Source: an optimization exercise on an open RTL-to-GDS flow (aim: small area, a short achievable clock period and few clock cycles). Production flows keep margins and buffers that such runs may drop.
No activity file was given, so power comes from the tool's default toggle rates.

## oak
// Top_convolution
module Top_convolution(
	input clk,
	input rst,
	input start,
	input en,
	input [12:0] addr,
	output [20:0] out,
	output [20:0] max_pl,
	output reg done,
	output pat_en,
	output [9:0] pat_addr,
	input [7:0] pat_dout,
	output img_en,
	output [17:0] img_addr,
	input [7:0] img_dout,
	output reg pc_en,
	output reg pc_we,
	output [9:0] pc_addr,
	output [10:0] pc_din,
	input [10:0] pc_dout,
	output reg ic_en,
	output reg ic_we,
	output [17:0] ic_addr,
	output [10:0] ic_din,
	input [10:0] ic_dout,
	output pl_en,
	output pl_we,
	output [12:0] pl_addr,
	output [20:0] pl_din,
	input [20:0] pl_dout
    );
	localparam [2:0] S_IDLE = 0, S_PRE = 1, S_WAIT = 2, S_CORR = 3, S_FIN = 4, S_DONE = 5;
	reg [2:0] state;
	reg [5:0] pc_a;
	reg [8:0] ic_a;
	reg pl_en_r, pl_we_r, pl_res;
	reg [12:0] pl_a;
	reg [17:0] fdat;                 
	reg signed [20:0] cur_max, abs_max;
	assign pc_addr = {4'b0, pc_a};
	assign ic_addr = {9'b0, ic_a};
	assign pc_din = {fdat[17], fdat[17], fdat[17:9]};
	assign ic_din = {fdat[17], fdat[17], fdat[17:9]};
  ...
For scale: roughly 3600 cells after synthesis, about 240 I/O pins, roughly 41000 µm² of cells after synthesis.
clock: 11.0 ns
lec_check: 0
cap_margin: 20
core_margin: 2
core_utilization: 60
cts_buf_list: sky130_fd_sc_hd__clkbuf_8
cts_cluster_size: 30
slew_margin: 20
synth_hierarchical: 1
synth_minimum_keep_size: 0
standard.sh (not shown) runs the stock make flow with config.mk's settings and CLKGATE_MAP_FILE= SYNTH_SCRIPT=/design/flow/synth_recipe.tcl, a recipe that flattens the netlist after the stock synthesis.
==> flow/flow/run.sh <==
#!/bin/bash
# The standard layout (standard.sh), with the port buffers made from
# buf_2 cells, and clock tree synthesis without dummy loads.
export BUFFER_PORTS_ARGS="-buffer_cell sky130_fd_sc_hd__buf_2"
export CTS_ARGS="-sink_clustering_enable -repair_clock_nets -dont_use_dummy_load -sink_clustering_size 30 -buf_list sky130_fd_sc_hd__clkbuf_8"
bash standard.sh > standard.log 2>&1
--- input diff oak..pine ---
--- a/flow/design.v
+++ b/flow/design.v
@@ -599,42 +599,38 @@
 	wire [22:0] ssel = ({23{c3_r[0]}} & s0) | ({23{c3_r[1]}} & s1) | ({23{c3_r[2]}} & s2) |
 	                   ({23{c3_r[3]}} & s3) | ({23{c3_r[4]}} & s4);
 	wire [22:0] csel = ({23{c3_r[0]}} & k0) | ({23{c3_r[1]}} & k1) | ({23{c3_r[2]}} & k2) |
 	                   ({23{c3_r[3]}} & k3) | ({23{c3_r[4]}} & k4);
 	reg [22:0] res;
 	reg r_l0;
 	reg [1:0] r_k;
 	wire [20:0] satv;
 	maxpool sat (.in(res), .out(satv));
 	wire signed [20:0] sv = satv;
 	reg [4:0] pcnt;
 	wire r_blk = (r_k == 2'd2);
-	wire r_g = (r_k == 2'd1 && r_l0);    
-	reg blkdone;
+	wire r_abs = r_blk || (r_k == 2'd1 && r_l0);
 	wire signed [20:0] newmax = (pcnt == 5'd0 || sv > cur_max) ? sv : cur_max;
 	always @(posedge clk) begin
 		res <= ssel + csel;
 		if (rst) begin
-			r_l0 <= 0; r_k <= 0; blkdone <= 0;
+			r_l0 <= 0; r_k <= 0;
 			pcnt <= 0; abs_max <= 0; pend <= 0; blk <= 0;
 		end else begin
 			r_l0 <= c3_r[0]; r_k <= (c3_r == 5'd0) ? 2'd0 : c3_k;
 			if (r_blk) begin
 				cur_max <= newmax;
 				pcnt <= (pcnt == 5'd24) ? 5'd0 : pcnt + 5'd1;
 			end
 			if (r_blk && pcnt == 5'd24)
 				pend <= 1;
 			else if (pl_wr_now)
 				pend <= 0;
 			if (pl_wr_now)
 				blk <= blk + 6'd1;
-			blkdone <= r_blk && pcnt == 5'd24;
-			if (r_g)
-				abs_max <= sv[20] ? 21'd0 : sv;
-			else if (blkdone && cur_max > abs_max)
-				abs_max <= cur_max;
+			if (r_abs && sv > abs_max)
+				abs_max <= sv;
 		end
 	end
 	always @(posedge clk)
 		if (!rst && t2_pw && c_rd) $display("ERROR: PL port conflict at %0t", $time);
 endmodule
Findings:
Finished layout cell area (pine over oak): increase, about 1%
Of oak and pine, the run reporting the lower cell count was oak.
pine vs. oak: sum of routed wire length over all layers down about 0.6%, count of clock-buffer cells in the layout climbed about 2.6%, global-route usage now smaller, worst setup slack has remained practically unchanged, sequential fraction of design power rose 0.2 points.
Looking at oak and pine, the total power draw is a wash.
Function was not checked in any run of this note: the RTL went through the layout flow alone.

[afterwards: timing with drivers on the ports]
In the flow no input, the clock included, has a driving cell. The finished layouts below were timed again as built, in two steps.
Step 1 assumes that a clkbuf_16 drives the clock port and a buf_2 every other input.
Step 2 moves the port delays by t, midway between the first and last clock arrival at a register: inputs arrive t later, outputs are due t later. That takes back most of the time a late clock gives input paths.
Slacks: ideal ports / drivers / drivers and shift; pairs: ideal ports / drivers.
| run | t, ns | slack for setup (ns) | hold WS [ns] | slew at the worst register clock pin (ns) | cell pins on the clock port's net |
|---|---|---|---|---|---|
| oak | 0.772 | 6.110 / 6.092 / 6.092 | 0.317 / 0.317 / 0.317 | 0.06 / 0.06 | 1 |
| pine | 0.773 | 6.112 / 6.081 / 6.081 | 0.315 / 0.315 / 0.315 | 0.07 / 0.07 | 1 |
After both steps setup and hold are still met in every run listed. For pine, which loses most, drivers alone change the setup slack by -0.031 ns; drivers and shift together by -0.031 ns.
